Background: an optimization exercise with open tools, aiming at small area. Do not read the settings as production practice. Only simulation tests tie the RTL to the original design; equivalence was not proved. No driver is modelled on the clock port, so clocking that relies on it looks cheaper here than on a real chip. Power is estimated from default activity; no workload was simulated.

==> inputs of v19 <==
==> flow/design.v (excerpt) <==
module ballgame_core(
	input			clk,			 
	input			rst,			 
	input			key_start,
	input			user1_left,
	input			user1_right,
	input			user2_left,
	input			user2_right,
	output			vga_hs,
	output			vga_vs,
	output	[2:0]	rgb,
	output	[6:0]	hex1,
	output	[6:0]	hex0,
	output			music_en
);
==> module SEG7_LUT, before the edit <==
module SEG7_LUT (
  input      [2:0] num_ten,
  output reg [6:0] led_ten_hex1,
  input      [2:0] num_one,
  output reg [6:0] led_one_hex0
);
function [6:0] seg;
  input [2:0] n;
  case (n)
    3'd0: seg = 7'b1000000;
    3'd1: seg = 7'b1111001;
    3'd2: seg = 7'b0100100;
    3'd3: seg = 7'b0110000;
    3'd4: seg = 7'b0011001;
    3'd5: seg = 7'b0010010;
    3'd6: seg = 7'b0000010;
    default: seg = 7'b1111000;
  endcase
endfunction
always @(*) begin
  led_ten_hex1 = seg(num_ten);
  led_one_hex0 = seg(num_one);
end
endmodule
==> module FSM, before the edit <==
module FSM(
	input				clk,
	input				rst,
	input				key_start,
	input				user1_left,
	input				user1_right,
	input				user2_left,
	input				user2_right,
	output				disp_sel,
	output				music_en,
	output reg	[2:0]	score_user1,
	output reg	[2:0]	score_user2,
	output reg	[9:0]	ball_xaddr,
	output reg	[8:0]	ball_yaddr,
	output reg	[5:0]	user1_pos,
	output reg	[5:0]	user2_pos,
	output reg	[6:0]	block_x,
	output reg	[7:0]	block_y
);
	localparam [5:0] PAD_MID = 6'd27;	 
	function [7:0] lfsr;
		input [7:0] s;
		lfsr = {s[6:0], s[7] ^ s[5] ^ s[4] ^ s[3]};
	endfunction
	reg		[7:0]	ball_tmr;
	wire			clk_div = (ball_tmr == 8'd58);
	always @(posedge clk) begin
		if (rst)
			ball_tmr <= 8'd1;
		else if (clk_div)
			ball_tmr <= 8'd2;
		else
			ball_tmr <= lfsr(ball_tmr);
	end
	reg		[7:0]	blk_tmr;
	wire			blk_step = (blk_tmr == 8'd40);
	always @(posedge clk) begin
		if (rst | blk_step)
			blk_tmr <= 8'd1;
		else
			blk_tmr <= lfsr(blk_tmr);
	end
	reg		[1:0]	block_dir;
	always @(posedge clk) begin
		if (rst) begin
			block_dir <= 2'd0;
			block_x <= 7'd60;
			block_y <= 8'd0;
		end else if (blk_step) begin
			case (block_dir)
			2'd0: if (block_x < 7'd120) block_x <= block_x + 7'd1; else block_dir <= 2'd1;
			2'd1: if (block_y > 8'd60)  block_y <= block_y - 8'd1; else block_dir <= 2'd2;
			2'd2: if (block_x != 7'd0)  block_x <= block_x - 7'd1; else block_dir <= 2'd3;
			2'd3: if (block_y < 8'd180) block_y <= block_y + 8'd1; else block_dir <= 2'd0;
			endcase
		end
	end
	reg				run;
	reg				over;
	reg				ball_reset;
	assign music_en = run;
	assign disp_sel = over;
	reg				right;
	reg				up;
	always @(posedge clk) begin
		if (rst | ball_reset) begin
			ball_xaddr <= 10'd320;
			ball_yaddr <= 9'd440;
		end else if (clk_div) begin
			ball_xaddr <= right ? ball_xaddr + 10'd1 : ball_xaddr - 10'd1;
			ball_yaddr <= up ? ball_yaddr - 9'd1 : ball_yaddr + 9'd1;
		end
	end
	wire	[10:0]	rx = {1'b0, ball_xaddr} - {4'b0, block_x};
	wire	[9:0]	ry = {1'b0, ball_yaddr} - {2'b0, block_y};
	wire			rx_pos = ~rx[10];
	wire			yin = ~ry[9] & (ry >= 10'd90) & (ry <= 10'd150);
	wire			x_left  = rx == 11'd0   | rx == 11'd200 | rx == 11'd400;
	wire			x_right = rx == 11'd120 | rx == 11'd320 | rx == 11'd520;
	wire			xin = rx_pos & ((rx <= 11'd120) |
	                                (rx >= 11'd200 & rx <= 11'd320) |
	                                (rx >= 11'd400 & rx <= 11'd520));
	wire	[5:0]	pad = up ? user1_pos : user2_pos;
	wire	[9:0]	pad10 = {1'b0, pad, 3'b0} + {3'b0, pad, 1'b0};
	wire	[10:0]	rp = {1'b0, ball_xaddr} + 11'd10 - {1'b0, pad10};
	wire			pad_hit = (pad != 6'd0) & ~rp[10] & (rp <= 11'd120) &
	                          (ball_yaddr == (up ? 9'd40 : 9'd440));
	wire			hflip = (yin & (right ? x_left : x_right)) |
	                        (ball_xaddr == (right ? 10'd620 : 10'd20));
	wire			vflip = (xin & (ry == (up ? 10'd150 : 10'd90))) | pad_hit |
	                        (ball_yaddr == (up ? 9'd20 : 9'd460));
	always @(posedge clk) begin
		if (rst) begin
			right <= 1'b1;
			up <= 1'b1;
		end else if (hflip)
			right <= ~right;
		else if (vflip)
			up <= ~up;
	end
	wire			top_out = ball_yaddr <= 9'd22;
	wire			bot_out = ball_yaddr >= 9'd458;
	function [5:0] pad_move;
		input [5:0] p;
		input       l;
		input       r;
		begin
			if (l)
				pad_move = (p != 6'd0) ? p - 6'd1 : 6'd0;
			else if (r)
				pad_move = (p != 6'd54) ? p + 6'd1 : 6'd54;
			else
				pad_move = p;
		end
	endfunction
	always @(posedge clk) begin
		if (rst) begin
			run <= 1'b0;
			over <= 1'b0;
			ball_reset <= 1'b0;
			score_user1 <= 3'd0;
			score_user2 <= 3'd0;
			user1_pos <= PAD_MID;
			user2_pos <= PAD_MID;
		end else if (run) begin
			if (~ball_reset) begin
				user1_pos <= pad_move(user1_pos, user1_left, user1_right);
				user2_pos <= pad_move(user2_pos, user2_left, user2_right);
			end
			if (key_start)
				ball_reset <= 1'b0;
			if (top_out | bot_out) begin
				if (~ball_reset) begin
					if (top_out)
						score_user1 <= score_user1 + 3'd1;
					else
						score_user2 <= score_user2 + 3'd1;
					if ((top_out ? score_user1 : score_user2) == 3'd4) begin
						run <= 1'b0;
						over <= 1'b1;
					end
				end
				ball_reset <= 1'b1;
				user1_pos <= PAD_MID;
				user2_pos <= PAD_MID;
			end
		end else if (over) begin
			if (key_start)
				over <= 1'b0;
		end else begin
			score_user1 <= 3'd0;
			score_user2 <= 3'd0;
			user1_pos <= PAD_MID;
			user2_pos <= PAD_MID;
			ball_reset <= ~key_start;
			run <= key_start;
		end
	end
endmodule
export LEC_CHECK = 0
export CAP_MARGIN = 20
export CORE_MARGIN = 2
export CORE_UTILIZATION = 40
export SLEW_MARGIN = 20
create_clock -name core_clock -period 12.5 [get_ports {clk}]
standard.sh (not shown) runs the stock make flow with config.mk's settings and CLKGATE_MAP_FILE= SYNTH_SCRIPT=/design/flow/synth_recipe.tcl, a recipe that flattens the netlist after the stock synthesis.
==> flow/flow/run.sh <==
#!/bin/bash
# Own layout flow: the standard synthesis, then its combinational logic
# re-mapped for area by ABC (every register kept: same instance, name and
# cell type), then the standard layout from that netlist.
# Each tool writes its full output to a log file in the work folder.
set -euo pipefail
W=$(pwd)
RES=$W/orfs/results/$FLOW_PLATFORM/ballgame_core/base
LIB=$FLOW_HOME/platforms/$FLOW_PLATFORM/lib/sky130_fd_sc_hd__tt_025C_1v80.lib
YOSYS=${YOSYS_EXE:-$FLOW_HOME/../tools/install/yosys/bin/yosys}
[ -x "$YOSYS" ] || YOSYS=yosys
ABC_TIME=${ABC_TIME:-240}

# 1. standard synthesis (synth_recipe.tcl, unchanged)
bash standard.sh synth > "$W/log_1_standard_synth.txt" 2>&1
cp "$RES/1_2_yosys.v" "$W/std.v"

# 2. area re-mapping of the combinational logic: one ABC run per CPU, each
#    with its own random seed; the smallest netlist is kept
NRUN=${NUM_CORES:-4}
for s in $(seq 1 "$NRUN"); do
  D="$W/remap_$s"; mkdir -p "$D"; cp "$W/std.v" "$D/std.v"
  sed -e "s/@SEED@/$s/" -e "s/@TIME@/$ABC_TIME/" "$W/flow/abc_area.script" > "$D/abc.script"
  sed -e "s#@LIB@#$LIB#g" -e "s#@TOP@#$FLOW_TOP#g" -e "s#@ABCSCRIPT@#$D/abc.script#g" \
      "$W/flow/remap.ys.in" > "$D/remap.ys"
  (cd "$D" && "$YOSYS" -l "$D/log_2_remap.txt" -q remap.ys > /dev/null 2>&1 || true) &
done
wait
BEST=""; BESTA=""
for s in $(seq 1 "$NRUN"); do
  D="$W/remap_$s"
  [ -s "$D/remapped.v" ] || continue
  A=$(grep -o "Chip area for module .*: [0-9.]*" "$D/stat_after.txt" | grep -o "[0-9.]*$")
  echo "seed $s area $A" >> "$W/log_2_remap_pick.txt"
  if [ -z "$BEST" ] || awk -v a="$A" -v b="$BESTA" 'BEGIN{exit !(a < b)}'; then BEST=$D; BESTA=$A; fi
done
echo "kept $BEST ($BESTA)" >> "$W/log_2_remap_pick.txt"
test -n "$BEST"
cp "$BEST/remapped.v" "$W/remapped.v"
cp "$W/remapped.v" "$RES/1_2_yosys.v"

# 3. standard layout from the re-mapped netlist (make redoes 1_synth.odb on),
#    with a clock tree of smaller buffers and no dummy clock loads, and
#    single-drive port buffers
bash standard.sh finish \
  "CTS_ARGS=-sink_clustering_enable -repair_clock_nets -dont_use_dummy_load -buf_list sky130_fd_sc_hd__clkbuf_8 -root_buf sky130_fd_sc_hd__clkbuf_8" \
  "BUFFER_PORTS_ARGS=-buffer_cell sky130_fd_sc_hd__buf_1" \
  > "$W/log_3_standard_layout.txt" 2>&1
test -s "$W/out/final.def"
Other scripts of this flow, unchanged in this note and not shown: flow/flow/abc_area.script, flow/flow/remap.ys.in
==> inputs of v6, as changes to v19 <==
--- a/flow/design.v
+++ b/flow/design.v
@@ -40,12 +40,12 @@
     3'd1: seg = 7'b1111001;
     3'd2: seg = 7'b0100100;
     3'd3: seg = 7'b0110000;
     3'd4: seg = 7'b0011001;
     3'd5: seg = 7'b0010010;
-    3'd6: seg = 7'b0000010;
-    default: seg = 7'b1111000;
+    3'd6: seg = 7'b0010100;
+    default: seg = 7'b0010010;
   endcase
 endfunction
 always @(*) begin
   led_ten_hex1 = seg(num_ten);
   led_one_hex0 = seg(num_one);
@@ -84,29 +84,29 @@
 			ball_tmr <= 8'd2;
 		else
 			ball_tmr <= lfsr(ball_tmr);
 	end
 	reg		[7:0]	blk_tmr;
-	wire			blk_step = (blk_tmr == 8'd40);
+	wire			blk_step = (blk_tmr == 8'd128);
 	always @(posedge clk) begin
-		if (rst | blk_step)
+		if (rst)
 			blk_tmr <= 8'd1;
 		else
-			blk_tmr <= lfsr(blk_tmr);
+			blk_tmr <= {blk_tmr[6:0], blk_tmr[2] ^ blk_tmr[4] ^ blk_tmr[7] ^ (blk_tmr[0] & blk_tmr[4])};
 	end
 	reg		[1:0]	block_dir;
 	always @(posedge clk) begin
 		if (rst) begin
 			block_dir <= 2'd0;
 			block_x <= 7'd60;
 			block_y <= 8'd0;
 		end else if (blk_step) begin
 			case (block_dir)
-			2'd0: if (block_x < 7'd120) block_x <= block_x + 7'd1; else block_dir <= 2'd1;
+			2'd0: if (~&block_x[6:3]) block_x <= block_x + 7'd1; else block_dir <= 2'd1;	 
 			2'd1: if (block_y > 8'd60)  block_y <= block_y - 8'd1; else block_dir <= 2'd2;
 			2'd2: if (block_x != 7'd0)  block_x <= block_x - 7'd1; else block_dir <= 2'd3;
-			2'd3: if (block_y < 8'd180) block_y <= block_y + 8'd1; else block_dir <= 2'd0;
+			2'd3: if (~(block_y[7] & block_y[5] & block_y[4] & block_y[2])) block_y <= block_y + 8'd1; else block_dir <= 2'd0;	 
 			endcase
 		end
 	end
 	reg				run;
 	reg				over;
@@ -159,11 +159,11 @@
 		input       r;
 		begin
 			if (l)
 				pad_move = (p != 6'd0) ? p - 6'd1 : 6'd0;
 			else if (r)
-				pad_move = (p != 6'd54) ? p + 6'd1 : 6'd54;
+				pad_move = (p[5] & p[4] & p[2] & p[1]) ? 6'd54 : p + 6'd1;	 
 			else
 				pad_move = p;
 		end
 	endfunction
 	always @(posedge clk) begin
@@ -186,11 +186,11 @@
 				if (~ball_reset) begin
 					if (top_out)
 						score_user1 <= score_user1 + 3'd1;
 					else
 						score_user2 <= score_user2 + 3'd1;
-					if ((top_out ? score_user1 : score_user2) == 3'd4) begin
+					if ((top_out ? score_user1[2] : score_user2[2])) begin	 
 						run <= 1'b0;
 						over <= 1'b1;
 					end
 				end
 				ball_reset <= 1'b1;
@@ -220,11 +220,11 @@
 	input [8:0] ball_yaddr,
 	input [5:0] user1_pos,
 	input [5:0] user2_pos,
 	input [6:0] block_x,
 	input [7:0] block_y,
-	output reg [2:0] rgb
+	output [2:0] rgb
 );
 function glyph_bit;
 	input [9:0] a;
 	case (a)
 	10'd50: glyph_bit = 1'b1;
@@ -867,16 +867,18 @@
 	wire ball = dx_near && dy_near && ball_bit({dy[4:0], dx[4:0]});
 	wire [7:0] go_col = xraw[9:2] - 8'd44;
 	wire go = xraw >= 10'd176 && xraw < 10'd464 && yaddr >= 10'd208 && yaddr < 10'd272 &&
 	          glyph_bit({glyph_id(go_col[6:3]), yaddr[5:2], go_col[2:0]});
 	wire white = border || paddle;
+	reg [2:1] rg;
 	always @(posedge clk) begin
 		if (disp_sel)
-			rgb <= {3{go}};
+			rg <= {2{go}};
 		else
-			rgb <= {white || block, white || (~block && ball), white};
+			rg <= {white || block, white || (~block && ball)};
 	end
+	assign rgb = {rg, rg[2] & rg[1]};
 endmodule
 module ballgame_core(
 	input			clk,			 
 	input			rst,			 
 	input			key_start,
--- a/flow/flow/run.sh
+++ b/flow/flow/run.sh
@@ -13,13 +13,13 @@
 
 # 1. standard synthesis (synth_recipe.tcl, unchanged)
 bash standard.sh synth > "$W/log_1_standard_synth.txt" 2>&1
 cp "$RES/1_2_yosys.v" "$W/std.v"
 
-# 2. area re-mapping of the combinational logic: one ABC run per CPU, each
+# 2. area re-mapping of the combinational logic: eight ABC runs, each
 #    with its own random seed; the smallest netlist is kept
-NRUN=${NUM_CORES:-4}
+NRUN=${ABC_RUNS:-8}
 for s in $(seq 1 "$NRUN"); do
   D="$W/remap_$s"; mkdir -p "$D"; cp "$W/std.v" "$D/std.v"
   sed -e "s/@SEED@/$s/" -e "s/@TIME@/$ABC_TIME/" "$W/flow/abc_area.script" > "$D/abc.script"
   sed -e "s#@LIB@#$LIB#g" -e "s#@TOP@#$FLOW_TOP#g" -e "s#@ABCSCRIPT@#$D/abc.script#g" \
       "$W/flow/remap.ys.in" > "$D/remap.ys"
@@ -39,11 +39,26 @@
 cp "$BEST/remapped.v" "$W/remapped.v"
 cp "$W/remapped.v" "$RES/1_2_yosys.v"
 
 # 3. standard layout from the re-mapped netlist (make redoes 1_synth.odb on),
 #    with a clock tree of smaller buffers and no dummy clock loads, and
-#    single-drive port buffers
-bash standard.sh finish \
-  "CTS_ARGS=-sink_clustering_enable -repair_clock_nets -dont_use_dummy_load -buf_list sky130_fd_sc_hd__clkbuf_8 -root_buf sky130_fd_sc_hd__clkbuf_8" \
-  "BUFFER_PORTS_ARGS=-buffer_cell sky130_fd_sc_hd__buf_1" \
-  > "$W/log_3_standard_layout.txt" 2>&1
+#    single-drive port buffers; after the clock tree, a clock buffer whose
+#    flip-flops see a slow clock edge gets a larger size (upsize_clk.tcl)
+PORTS="BUFFER_PORTS_ARGS=-buffer_cell sky130_fd_sc_hd__buf_1"
+CTS_BASE="-sink_clustering_enable -repair_clock_nets -dont_use_dummy_load"
+CTS8="CTS_ARGS=$CTS_BASE -buf_list sky130_fd_sc_hd__clkbuf_8 -root_buf sky130_fd_sc_hd__clkbuf_8"
+bash standard.sh cts "$CTS8" "$PORTS" > "$W/log_3a_standard_to_cts.txt" 2>&1
+RES="$RES" PLAT="$FLOW_HOME/platforms/$FLOW_PLATFORM" LIMIT=0.110 \
+  openroad -no_init -exit "$W/flow/upsize_clk.tcl" > "$W/log_3b_upsize_clk.txt" 2>&1 || true
+bash standard.sh finish "$CTS8" "$PORTS" > "$W/log_3c_standard_to_finish.txt" 2>&1
+
+RES="$RES" PLAT="$FLOW_HOME/platforms/$FLOW_PLATFORM" \
+  openroad -no_init -exit "$W/flow/clkslew.tcl" > "$W/log_4_clkslew.txt" 2>&1 || true
+SLEW=$(grep -o "MAXCLKSLEW [0-9.e-]*" "$W/log_4_clkslew.txt" | awk '{print $2}')
+if [ -z "$SLEW" ] || awk -v s="$SLEW" 'BEGIN{ if (s < 1e-6) s = s * 1e9; exit !(s > 0.120) }'; then
+  echo "clock slew $SLEW: redoing the clock tree with clkbuf_16" >> "$W/log_4_clkslew.txt"
+  rm -f "$RES"/4_* "$RES"/5_* "$RES"/6_*
+  bash standard.sh finish \
+    "CTS_ARGS=$CTS_BASE -buf_list sky130_fd_sc_hd__clkbuf_16 -root_buf sky130_fd_sc_hd__clkbuf_16" \
+    "$PORTS" > "$W/log_5_standard_layout_clkbuf16.txt" 2>&1
+fi
 test -s "$W/out/final.def"
==> flow/flow/clkslew.tcl (new file) <==
# Prints the largest slew at any flip-flop clock pin of the final layout,
# with its extracted parasitics. Reads RES and PLAT from the environment.
set res $::env(RES)
set plat $::env(PLAT)
read_lef $plat/lef/sky130_fd_sc_hd.tlef
read_lef $plat/lef/sky130_fd_sc_hd_merged.lef
read_liberty $plat/lib/sky130_fd_sc_hd__tt_025C_1v80.lib
read_db $res/6_final.odb
read_sdc $res/6_final.sdc
read_spef $res/6_final.spef
set_propagated_clock [all_clocks]
set mx 0
foreach p [get_pins -hierarchical */CLK] {
  set s [get_property $p slew_max]
  if {$s > $mx} { set mx $s }
}
puts "MAXCLKSLEW $mx"
==> flow/flow/upsize_clk.tcl (new file) <==
# After the clock tree: a clock buffer whose flip-flop clock pins see a slew
# above the limit LIMIT (ns, placement parasitics) gets the next larger clock
# buffer, and the placement is legalized again. Reads RES, PLAT and LIMIT
# from the environment; rewrites RES/4_cts.odb.
set res $::env(RES)
set plat $::env(PLAT)
set limit $::env(LIMIT)
read_lef $plat/lef/sky130_fd_sc_hd.tlef
read_lef $plat/lef/sky130_fd_sc_hd_merged.lef
read_liberty $plat/lib/sky130_fd_sc_hd__tt_025C_1v80.lib
read_db $res/4_cts.odb
read_sdc $res/4_cts.sdc
source $plat/setRC.tcl
set_propagated_clock [all_clocks]
estimate_parasitics -placement
set bigger [dict create sky130_fd_sc_hd__clkbuf_4 sky130_fd_sc_hd__clkbuf_8 sky130_fd_sc_hd__clkbuf_8 sky130_fd_sc_hd__clkbuf_16]
set changed 0
foreach inst [get_cells *] {
  set m [get_property $inst ref_name]
  if {![dict exists $bigger $m]} { continue }
  set worst 0
  foreach net [get_nets -of_objects [get_pins -of_objects $inst -filter "direction==output"]] {
    foreach p [get_pins -of_objects $net -filter "direction==input"] {
      if {[get_property $p name] ne "CLK"} { continue }
      set s [get_property $p slew_max]
      if {$s > $worst} { set worst $s }
    }
  }
  puts "clock buffer [get_property $inst full_name] $m worst sink slew $worst"
  if {$worst > $limit} {
    replace_cell $inst [dict get $bigger $m]
    puts "  -> [dict get $bigger $m]"
    incr changed
  }
}
puts "upsized $changed clock buffers"
if {$changed > 0} {
  detailed_placement
  check_placement
  write_db $res/4_cts.odb
}
Settings changed: GPL_TIMING_DRIVEN set to 0.
==> inputs of v39, as changes to v19 <==
--- a/flow/design.v
+++ b/flow/design.v
@@ -40,12 +40,12 @@
     3'd1: seg = 7'b1111001;
     3'd2: seg = 7'b0100100;
     3'd3: seg = 7'b0110000;
     3'd4: seg = 7'b0011001;
     3'd5: seg = 7'b0010010;
-    3'd6: seg = 7'b0000010;
-    default: seg = 7'b1111000;
+    3'd6: seg = 7'b0010100;
+    default: seg = 7'b0010010;
   endcase
 endfunction
 always @(*) begin
   led_ten_hex1 = seg(num_ten);
   led_one_hex0 = seg(num_one);
@@ -99,14 +99,14 @@
 			block_dir <= 2'd0;
 			block_x <= 7'd60;
 			block_y <= 8'd0;
 		end else if (blk_step) begin
 			case (block_dir)
-			2'd0: if (block_x < 7'd120) block_x <= block_x + 7'd1; else block_dir <= 2'd1;
+			2'd0: if (~&block_x[6:3]) block_x <= block_x + 7'd1; else block_dir <= 2'd1;	 
 			2'd1: if (block_y > 8'd60)  block_y <= block_y - 8'd1; else block_dir <= 2'd2;
 			2'd2: if (block_x != 7'd0)  block_x <= block_x - 7'd1; else block_dir <= 2'd3;
-			2'd3: if (block_y < 8'd180) block_y <= block_y + 8'd1; else block_dir <= 2'd0;
+			2'd3: if (~(block_y[7] & block_y[5] & block_y[4] & block_y[2])) block_y <= block_y + 8'd1; else block_dir <= 2'd0;	 
 			endcase
 		end
 	end
 	reg				run;
 	reg				over;
@@ -159,11 +159,11 @@
 		input       r;
 		begin
 			if (l)
 				pad_move = (p != 6'd0) ? p - 6'd1 : 6'd0;
 			else if (r)
-				pad_move = (p != 6'd54) ? p + 6'd1 : 6'd54;
+				pad_move = (p[5] & p[4] & p[2] & p[1]) ? 6'd54 : p + 6'd1;	 
 			else
 				pad_move = p;
 		end
 	endfunction
 	always @(posedge clk) begin
@@ -186,11 +186,11 @@
 				if (~ball_reset) begin
 					if (top_out)
 						score_user1 <= score_user1 + 3'd1;
 					else
 						score_user2 <= score_user2 + 3'd1;
-					if ((top_out ? score_user1 : score_user2) == 3'd4) begin
+					if ((top_out ? score_user1[2] : score_user2[2])) begin	 
 						run <= 1'b0;
 						over <= 1'b1;
 					end
 				end
 				ball_reset <= 1'b1;
@@ -220,11 +220,11 @@
 	input [8:0] ball_yaddr,
 	input [5:0] user1_pos,
 	input [5:0] user2_pos,
 	input [6:0] block_x,
 	input [7:0] block_y,
-	output reg [2:0] rgb
+	output [2:0] rgb
 );
 function glyph_bit;
 	input [9:0] a;
 	case (a)
 	10'd50: glyph_bit = 1'b1;
@@ -867,16 +867,18 @@
 	wire ball = dx_near && dy_near && ball_bit({dy[4:0], dx[4:0]});
 	wire [7:0] go_col = xraw[9:2] - 8'd44;
 	wire go = xraw >= 10'd176 && xraw < 10'd464 && yaddr >= 10'd208 && yaddr < 10'd272 &&
 	          glyph_bit({glyph_id(go_col[6:3]), yaddr[5:2], go_col[2:0]});
 	wire white = border || paddle;
+	reg [2:1] rg;
 	always @(posedge clk) begin
 		if (disp_sel)
-			rgb <= {3{go}};
+			rg <= {2{go}};
 		else
-			rgb <= {white || block, white || (~block && ball), white};
+			rg <= {white || block, white || (~block && ball)};
 	end
+	assign rgb = {rg, rg[2] & rg[1]};
 endmodule
 module ballgame_core(
 	input			clk,			 
 	input			rst,			 
 	input			key_start,
Settings changed: GPL_TIMING_DRIVEN set to 0.
==> inputs of v35, as changes to v19 <==
--- a/flow/design.v
+++ b/flow/design.v
@@ -40,12 +40,12 @@
     3'd1: seg = 7'b1111001;
     3'd2: seg = 7'b0100100;
     3'd3: seg = 7'b0110000;
     3'd4: seg = 7'b0011001;
     3'd5: seg = 7'b0010010;
-    3'd6: seg = 7'b0000010;
-    default: seg = 7'b1111000;
+    3'd6: seg = 7'b0010100;
+    default: seg = 7'b0010010;
   endcase
 endfunction
 always @(*) begin
   led_ten_hex1 = seg(num_ten);
   led_one_hex0 = seg(num_one);
@@ -99,14 +99,14 @@
 			block_dir <= 2'd0;
 			block_x <= 7'd60;
 			block_y <= 8'd0;
 		end else if (blk_step) begin
 			case (block_dir)
-			2'd0: if (block_x < 7'd120) block_x <= block_x + 7'd1; else block_dir <= 2'd1;
+			2'd0: if (~&block_x[6:3]) block_x <= block_x + 7'd1; else block_dir <= 2'd1;	 
 			2'd1: if (block_y > 8'd60)  block_y <= block_y - 8'd1; else block_dir <= 2'd2;
 			2'd2: if (block_x != 7'd0)  block_x <= block_x - 7'd1; else block_dir <= 2'd3;
-			2'd3: if (block_y < 8'd180) block_y <= block_y + 8'd1; else block_dir <= 2'd0;
+			2'd3: if (~(block_y[7] & block_y[5] & block_y[4] & block_y[2])) block_y <= block_y + 8'd1; else block_dir <= 2'd0;	 
 			endcase
 		end
 	end
 	reg				run;
 	reg				over;
@@ -159,11 +159,11 @@
 		input       r;
 		begin
 			if (l)
 				pad_move = (p != 6'd0) ? p - 6'd1 : 6'd0;
 			else if (r)
-				pad_move = (p != 6'd54) ? p + 6'd1 : 6'd54;
+				pad_move = (p[5] & p[4] & p[2] & p[1]) ? 6'd54 : p + 6'd1;	 
 			else
 				pad_move = p;
 		end
 	endfunction
 	always @(posedge clk) begin
@@ -186,11 +186,11 @@
 				if (~ball_reset) begin
 					if (top_out)
 						score_user1 <= score_user1 + 3'd1;
 					else
 						score_user2 <= score_user2 + 3'd1;
-					if ((top_out ? score_user1 : score_user2) == 3'd4) begin
+					if ((top_out ? score_user1[2] : score_user2[2])) begin	 
 						run <= 1'b0;
 						over <= 1'b1;
 					end
 				end
 				ball_reset <= 1'b1;
Settings changed: GPL_TIMING_DRIVEN set to 0.
==> parameters.txt <==
Parameter                              Value

Clocking
  CTS sink cnt    98
  Later-pin clock latency in the skew report    0.41 ns

Pwr
  Pint    roughly 410 uW
  Clock power frac    31.5%
  Fraction of power consumed by sequential logic    55.9%
  Switching part of the total    29.6%
  Net switching component of the power    171 uW

Critical path
  Slowest Stage Delay on Critical Path    approximately 0.62 ns
  Cells traversed along the worst timing path    clkbuf_2 -> buf_4 -> nor2_1 -> clkinv_1 -> nor2_1 -> o21ai_0 -> a211oi_1 -> o21ai_0 -> nor2_1 -> clkinv_1 -> nor2_1 -> nor2_1 -> a21oi_1

Synthesis
  Summed instance area of the synthesized netlist    0.00752 mm2
  Net count of the mapped netlist    between 1,000 and 1,500

Cells and area
  Clock-cell share of area    under 10%
  Number of sequential storage elements    98

Routing
  Avg WL per Cell    roughly 17 um

Floorplanning
  Placeable core area    0.0186 mm2

Run status
  Run status  no timing/DRC/antenna violations

Timing
  Hold slack    0.420 ns
The numbers above come from v19.

==> parameters.txt <==
Parameter                              Value

Timing
  Hold slack    ~0.42 ns

Floorplanning
  Placeable core area    0.0185 mm2

Clocking
  CTS sink cnt    98
  Later-pin clock latency in the skew report    0.40 ns

Synthesis
  Summed instance area of the synthesized netlist    0.00750 mm2

Critical path
  Cells traversed along the worst timing path    clkinv_1 -> nor2_1 -> nand2_1 -> or4_1 -> buf_1
  Slowest Stage Delay on Critical Path    roughly 0.76 ns

Run status
  Run status  no timing/DRC/antenna violations

Pwr
  Net switching component of the power    roughly 140 uW
  Pint    392 uW
  Switching part of the total    26.7%

Cells and area
  Number of sequential storage elements    98
The numbers above come from v35.

==> parameters.txt <==
Parameter                              Value

Critical path
  Slowest Stage Delay on Critical Path    0.74 ns
  Cells traversed along the worst timing path    buf_2 -> nor2_1 -> clkinv_1 -> a211oi_1 -> nand2_1 -> a221oi_1 -> clkinv_1 -> a221oi_1 -> o21ai_0 -> nor2_1 -> clkinv_1 -> a32o_1

Pwr
  Clock power frac    33.9%
  Pint    395 uW
  Switching part of the total    26.1%

Floorplanning
  Placeable core area    0.0179 mm2

Cells and area
  Number of sequential storage elements    97
  Clock-cell share of area    1.74%

Routing
  Avg WL per Cell    16.7 um
  Metal2 WL    10.2 mm

Run status
  Run status  no timing/DRC/antenna violations

Clocking
  CTS sink cnt    97
  Later-pin clock latency in the skew report    0.40 ns

Synthesis
  Net count of the mapped netlist    roughly 1,200
  Summed instance area of the synthesized netlist    0.00726 mm2

Timing
  Hold slack    0.426 ns
The numbers above come from v6.

==> parameters.txt <==
Parameter                              Value

Pwr
  Net switching component of the power    133 uW
  Pint    386 uW
  Fraction of power consumed by sequential logic    60.7%
  Switching part of the total    between 20% and 30%

Floorplanning
  Placeable core area    0.0181 mm2
  Die extent in x    141 um

Clocking
  CTS sink cnt    97
  Later-pin clock latency in the skew report    0.40 ns

Run status
  Run status  no timing/DRC/antenna violations

Timing
  Worst slew margin    22.9%
  Hold slack    0.416 ns
  Setup violations, final    0

Cells and area
  Multi-input combinational cell count    around 900
  Clock-cell share of area    1.56%
  Number of sequential storage elements    97

Routing
  Avg WL per Cell    17.0 um

Synthesis
  Summed instance area of the synthesized netlist    0.00746 mm2

Critical path
  Slowest Stage Delay on Critical Path    between 0.9 and 1 ns
The numbers above come from v39.

[port drivers added, routing unchanged]
How much do the figures lean on ideal ports? The routed layouts below were timed once more, with nothing changed but the port constraints.
Step 1: set_driving_cell puts a clkbuf_16 on clk and a buf_2 on each other input, an assumption about the parent block.
Step 2 moves the port delays by t, midway between the first and last clock arrival at a register: inputs arrive t later, outputs are due t later. That takes back most of the time a late clock gives input paths.
a / b / c = ideal ports / drivers / drivers and shift; a / b = the first two.
| run | t (ns) | slack for setup (ns) | slew at the worst register clock pin (ns) | pins driven straight from the clock port |
|---|---|---|---|---|
| v19 | 0.432 | 7.057 / 7.079 / 6.647 | 0.11 / 0.11 | 1 |
| v6 | 0.428 | 6.257 / 6.279 / 5.851 | 0.10 / 0.10 | 1 |
| v39 | 0.431 | 7.047 / 7.006 / 7.222 | 0.11 / 0.11 | 1 |
| v35 | 0.426 | 7.177 / 7.137 / 7.537 | 0.12 / 0.12 | 1 |
After both steps every run listed still meets setup and hold. For v19, which loses most, drivers alone change the setup slack by +0.022 ns; drivers and shift together by -0.410 ns.
